What follows belongs to an exercise in optimizing a design on an open flow for small area, a short achievable clock period and few clock cycles; a production flow would make more cautious choices. At most, simulation tests tie the RTL to the original design; equivalence was not proved. Power and IR drop assume default switching activity.

==> run E <==
// bch_encoder
module bch_encoder(rst, clk, msg, bch_dataout, done);
    input rst;
    input clk;
    input [190:0] msg;
    output [254:0] bch_dataout;
    output reg done;
    wire x191; bch_xn u191(.a(msg[30]), .b(msg[121]), .y(x191));
    wire x192; bch_xn u192(.a(msg[52]), .b(msg[76]), .y(x192));
    wire x193; bch_xn u193(.a(msg[75]), .b(msg[80]), .y(x193));
    wire x194; bch_xn u194(.a(msg[73]), .b(msg[176]), .y(x194));
    wire x195; bch_xn u195(.a(msg[2]), .b(msg[136]), .y(x195));
    wire x196; bch_xn u196(.a(msg[174]), .b(msg[175]), .y(x196));
    wire x197; bch_xn u197(.a(msg[74]), .b(msg[177]), .y(x197));
    wire x198; bch_xn u198(.a(msg[51]), .b(msg[178]), .y(x198));
    wire x199; bch_xn u199(.a(msg[179]), .b(msg[190]), .y(x199));
    wire x200; bch_xn u200(.a(msg[63]), .b(msg[98]), .y(x200));
    wire x201; bch_xn u201(.a(msg[114]), .b(msg[122]), .y(x201));
    wire x202; bch_xn u202(.a(msg[106]), .b(msg[137]), .y(x202));
    wire x203; bch_xn u203(.a(msg[33]), .b(msg[138]), .y(x203));
    wire x204; bch_xn u204(.a(msg[10]), .b(msg[26]), .y(x204));
    wire x205; bch_xn u205(.a(msg[9]), .b(msg[25]), .y(x205));
    wire x206; bch_xn u206(.a(msg[48]), .b(msg[165]), .y(x206));
    wire x207; bch_xn u207(.a(msg[22]), .b(msg[44]), .y(x207));
    wire x208; bch_xn u208(.a(msg[5]), .b(msg[85]), .y(x208));
    wire x209; bch_xn u209(.a(msg[1]), .b(msg[135]), .y(x209));
    wire x210; bch_xn u210(.a(msg[0]), .b(msg[164]), .y(x210));
    wire x211; bch_xn u211(.a(msg[78]), .b(msg[84]), .y(x211));
    wire x212; bch_xn u212(.a(msg[32]), .b(msg[86]), .y(x212));
    wire x213; bch_xn u213(.a(msg[123]), .b(msg[128]), .y(x213));
    wire x214; bch_xn u214(.a(msg[139]), .b(msg[166]), .y(x214));
    wire x215; bch_xn u215(.a(msg[116]), .b(msg[185]), .y(x215));
    wire x216; bch_xn u216(.a(msg[124]), .b(msg[129]), .y(x216));
    wire x217; bch_xn u217(.a(msg[62]), .b(msg[97]), .y(x217));
    wire x218; bch_xn u218(.a(msg[61]), .b(msg[96]), .y(x218));
    wire x219; bch_xn u219(.a(msg[7]), .b(msg[88]), .y(x219));
    wire x220; bch_xn u220(.a(msg[53]), .b(msg[146]), .y(x220));
    wire x221; bch_xn u221(.a(msg[11]), .b(msg[115]), .y(x221));
    wire x222; bch_xn u222(.a(msg[28]), .b(msg[173]), .y(x222));
  ...
==> flow/config.mk <==
export PLATFORM = sky130hd
export DESIGN_NAME = bch_encoder
export DESIGN_NICKNAME = bch_encoder
export VERILOG_FILES = /design/flow/design.v
export SDC_FILE = /design/flow/constraint.sdc
export NUM_CORES = 4
export LEC_CHECK = 0
export CAP_MARGIN = 20
export CORE_MARGIN = 2
export CORE_UTILIZATION = 35
export SETUP_SLACK_MARGIN = 2.75
export SLEW_MARGIN = 20
export SYNTH_HIERARCHICAL = 1
export SYNTH_MINIMUM_KEEP_SIZE = 0
==> flow/constraint.sdc <==
create_clock -name core_clock -period 6.0 [get_ports {clk}]
set_input_delay 1.2000 -clock core_clock [delete_from_list [all_inputs] [get_ports {clk}]]
set_output_delay 1.2000 -clock core_clock [all_outputs]
set_load 0.01 [all_outputs]
standard.sh (not shown) runs the stock make flow with config.mk's settings and CLKGATE_MAP_FILE= SYNTH_SCRIPT=/design/flow/synth_recipe.tcl, a recipe that flattens the netlist after the stock synthesis.
==> flow/flow/run.sh <==
#!/bin/bash
# Standard ORFS layout (standard synthesis) with one change: every input port
# is buffered with buf_4 and every output port with buf_1 (global_place.tcl's
# one buffer_ports call becomes two, in a copy of ORFS's scripts), instead of
# the resizer's default pick for both.
# make's output goes to make_finish.log here; ORFS's own logs are under orfs/logs.
set -euo pipefail
here=$(pwd)
IBUF=sky130_fd_sc_hd__buf_4
OBUF=sky130_fd_sc_hd__buf_1
rm -rf scripts_bp; cp -r "$FLOW_HOME/scripts" scripts_bp
sed -i 's|^    buffer_ports {\*}\[env_var_or_empty BUFFER_PORTS_ARGS\]|    buffer_ports -inputs -buffer_cell '"$IBUF"'; buffer_ports -outputs -buffer_cell '"$OBUF"'|' scripts_bp/global_place.tcl
grep -q "buffer_ports -inputs" scripts_bp/global_place.tcl
bash standard.sh "SCRIPTS_DIR=$here/scripts_bp" finish > make_finish.log 2>&1
==> run Y (differences from run E) <==
- SETUP_SLACK_MARGIN: 2.75 -> 3.0
==> notes.md <==
- Run Y finished clean. Run E went through all stages and came out clean.
- Clock skew: run E is lower than run Y (20 ps).
- First-iteration DRC count: run E is higher than run Y (about 20%).
- Of run Y and run E, run Y has the higher non-clock buffer count (gap 37).
- Synthesized area is the same in run E and run Y.
Function was not checked in any run of this note: the RTL went through the layout flow alone.

---

==> inputs of ember <==
Another version of the RTL of bch_encoder (not shown whole).
export LEC_CHECK = 0
export CAP_MARGIN = 20
export CORE_MARGIN = 2
export CORE_UTILIZATION = 30
export SETUP_SLACK_MARGIN = 2.75
export SLEW_MARGIN = 20
export SYNTH_HIERARCHICAL = 1
export SYNTH_MINIMUM_KEEP_SIZE = 0
create_clock -name core_clock -period 6.0 [get_ports {clk}]
Scripts as last shown in full above: flow/flow/run.sh
==> pepper (differences from ember) <==
Settings changed: CORE_UTILIZATION 30 to 40.
==> flow_summary.json <==
{
  "status": "no timing/DRC/antenna violations",
  "p_total_mw": 22.71,
  "utilization_pct": 53.45,
  "vdd_drop_max_mv": 0.2837,
  "power_density_nw_per_um2": 607.9,
  "start_util_pct": 40.27,
  "cts_buffers": 28,
  "dpl.cell_count": 4114,
  "reg2reg_to": "bch_dataout[146]",
  "seqPwrFrac_pct": 13.6,
  "wl_per_cell_um": 45.71,
  "setup.worst_path.start": "msg[146]"
}
[end of results for pepper]
==> flow_summary.json <==
{
  "multi_input_area_um2": 23870,
  "p_total_mw": 23.54,
  "status": "no timing/DRC/antenna violations",
  "seqPwrFrac_pct": 13.2,
  "fin_skew_ps": 58.28,
  "cts_buffers": 31,
  "vdd_drop_max_mv": 0.2574,
  "drt-initial-drc-count": 3607,
  "setup.worst_path.start": "msg[170]",
  "power_density_nw_per_um2": 613.8,
  "reg2reg_to": "bch_dataout[15]",
  "synth_top_cell_by_area": "xnor2_1",
  "die_height_um": 310.3,
  "synth_nets": 2788,
  "start_util_pct": 30.21,
  "wl_per_cell_um": 47.90
}
[end of results for ember]
Testbench counts of ember, summed over its fixed seeds: cycles 480.
Testbench counts of pepper, summed over its fixed seeds: cycles 480.

---

==> v1: inputs <==
bch_encoder, a different RTL version from the one above (not shown whole).
Settings: LEC_CHECK=0, CAP_MARGIN=20, CORE_MARGIN=2, CORE_UTILIZATION=35, SETUP_SLACK_MARGIN=2.5, SLEW_MARGIN=20; clock period 6.0 ns.
==> flow/flow/run.sh <==
#!/bin/bash
# Standard ORFS layout (standard synthesis) with these changes:
#  - the 3-input XOR/XNOR cells are added to the don't-use list, so the
#    parity network maps to 2-input XNOR/XOR cells (smaller here);
#  - every input port is buffered with buf_4 and every output port with
#    buf_1 (global_place.tcl's one buffer_ports call becomes two), instead of
#    the resizer's default pick for both.
# Each make run logs to its own file here; ORFS's own logs are under orfs/logs.
set -euo pipefail
here=$(pwd)
DU="sky130_fd_sc_hd__probe_p_8 sky130_fd_sc_hd__probec_p_8 sky130_fd_sc_hd__lpflow_bleeder_1 sky130_fd_sc_hd__lpflow_clkbufkapwr_1 sky130_fd_sc_hd__lpflow_clkbufkapwr_16 sky130_fd_sc_hd__lpflow_clkbufkapwr_2 sky130_fd_sc_hd__lpflow_clkbufkapwr_4 sky130_fd_sc_hd__lpflow_clkbufkapwr_8 sky130_fd_sc_hd__lpflow_clkinvkapwr_1 sky130_fd_sc_hd__lpflow_clkinvkapwr_16 sky130_fd_sc_hd__lpflow_clkinvkapwr_2 sky130_fd_sc_hd__lpflow_clkinvkapwr_4 sky130_fd_sc_hd__lpflow_clkinvkapwr_8 sky130_fd_sc_hd__lpflow_decapkapwr_12 sky130_fd_sc_hd__lpflow_decapkapwr_3 sky130_fd_sc_hd__lpflow_decapkapwr_4 sky130_fd_sc_hd__lpflow_decapkapwr_6 sky130_fd_sc_hd__lpflow_decapkapwr_8 sky130_fd_sc_hd__lpflow_inputiso0n_1 sky130_fd_sc_hd__lpflow_inputiso0p_1 sky130_fd_sc_hd__lpflow_inputiso1n_1 sky130_fd_sc_hd__lpflow_inputiso1p_1 sky130_fd_sc_hd__lpflow_inputisolatch_1 sky130_fd_sc_hd__lpflow_isobufsrc_1 sky130_fd_sc_hd__lpflow_isobufsrc_16 sky130_fd_sc_hd__lpflow_isobufsrc_2 sky130_fd_sc_hd__lpflow_isobufsrc_4 sky130_fd_sc_hd__lpflow_isobufsrc_8 sky130_fd_sc_hd__lpflow_isobufsrckapwr_16 sky130_fd_sc_hd__lpflow_lsbuf_lh_hl_isowell_tap_1 sky130_fd_sc_hd__lpflow_lsbuf_lh_hl_isowell_tap_2 sky130_fd_sc_hd__lpflow_lsbuf_lh_hl_isowell_tap_4 sky130_fd_sc_hd__lpflow_lsbuf_lh_isowell_4 sky130_fd_sc_hd__lpflow_lsbuf_lh_isowell_tap_1 sky130_fd_sc_hd__lpflow_lsbuf_lh_isowell_tap_2 sky130_fd_sc_hd__lpflow_lsbuf_lh_isowell_tap_4 sky130_fd_sc_hd__fill_1 sky130_fd_sc_hd__fill_2 sky130_fd_sc_hd__fill_4 sky130_fd_sc_hd__fill_8 "
DU="$DU sky130_fd_sc_hd__xor3_1 sky130_fd_sc_hd__xor3_2 sky130_fd_sc_hd__xor3_4"
DU="$DU sky130_fd_sc_hd__xnor3_1 sky130_fd_sc_hd__xnor3_2 sky130_fd_sc_hd__xnor3_4"
IBUF=${IBUF:-sky130_fd_sc_hd__buf_4}
OBUF=${OBUF:-sky130_fd_sc_hd__buf_1}
rm -rf scripts_xor; cp -r "$FLOW_HOME/scripts" scripts_xor
sed -i 's|^    buffer_ports {\*}\[env_var_or_empty BUFFER_PORTS_ARGS\]|    buffer_ports -inputs -buffer_cell '"$IBUF"'; buffer_ports -outputs -buffer_cell '"$OBUF"'|' scripts_xor/global_place.tcl
grep -q "buffer_ports -inputs" scripts_xor/global_place.tcl
bash standard.sh "DONT_USE_CELLS=$DU" "SCRIPTS_DIR=$here/scripts_xor" finish > make_finish.log 2>&1
==> inputs of v7, as changes to v1 <==
--- a/flow/config.mk
+++ b/flow/config.mk
@@ -9,4 +9,4 @@
 export CORE_MARGIN = 2
 export CORE_UTILIZATION = 35
-export SETUP_SLACK_MARGIN = 2.5
+export SETUP_SLACK_MARGIN = 2.75
 export SLEW_MARGIN = 20
==> notes.md <==
	v1	v7
Number of global-route vias before repair	22241	22782
Nets	3340	3475
Data arrival time of the critical path	4.16 ns	3.88 ns
Clock power frac	0.079	0.075
Global-route wire length before repair	270800 microns	272900 microns
Run status	complete, no violations	complete, no violations
Area of combinational cells with multiple inputs	23680 sq um	25710 sq um
Area grow syn2layout	22.25%	33.66%
Reg2reg end	bch_dataout[223]	bch_dataout[28]
GRT Overall Usage	0.4825	0.4854
Worst Tran Pin Value	1.294 ns	1.219 ns
Peak clock frequency supported by timing	262.4 MHz	285.7 MHz
Max transition margin	0.1308	0.1832
Cell with the biggest individual delay on the critical path	sky130_fd_sc_hd__xor2_2	sky130_fd_sc_hd__xnor2_4
Met1 layer wirelength in the final routing	84540 microns	83610 microns
Largest voltage drop on the vdd net	0.0003965 V	0.0003955 V
Path length in cells of the critical path	9	10
Combinational Power Share	0.789	0.798
Final hold slack	0.7087 ns	0.7073 ns
Testbench counts of v1, summed over its fixed seeds: cycles 480.
Testbench counts of v7, summed over its fixed seeds: cycles 480.

-- afterwards: timing with drivers on the ports --
Ports are ideal in the flow. The routed layouts listed here were re-timed in OpenROAD. Step 1 assumes that a clkbuf_16 drives the clock port and a buf_2 every other input. Step 2 also shifts input and output timing later by t, the mid clock arrival at the registers, as if the neighbouring blocks saw the same clock. Slacks: ideal ports / drivers / drivers and shift; pairs: ideal ports / drivers.
| run | t, ns | slack for setup (ns) | worst setup path after step 2 | worst register clock-pin slew, ns |
|---|---|---|---|---|
| run E | 0.649 | 2.538 / 2.585 / 1.936 | input to register | 0.07 / 0.07 |
| run Y | 0.639 | 2.797 / 2.839 / 2.200 | input to register | 0.07 / 0.07 |
| ember | 0.714 | 2.515 / 2.559 / 1.845 | input to register | 0.07 / 0.07 |
| pepper | 0.659 | 2.443 / 2.489 / 1.830 | input to register | 0.07 / 0.07 |
| v1 | 0.700 | 2.189 / 2.240 / 1.539 | input to register | 0.07 / 0.07 |
| v7 | 0.701 | 2.500 / 2.554 / 1.853 | input to register | 0.07 / 0.07 |
After both steps setup and hold are still met in every run listed. For ember, which loses most, drivers alone change the setup slack by +0.044 ns; drivers and shift together by -0.670 ns.
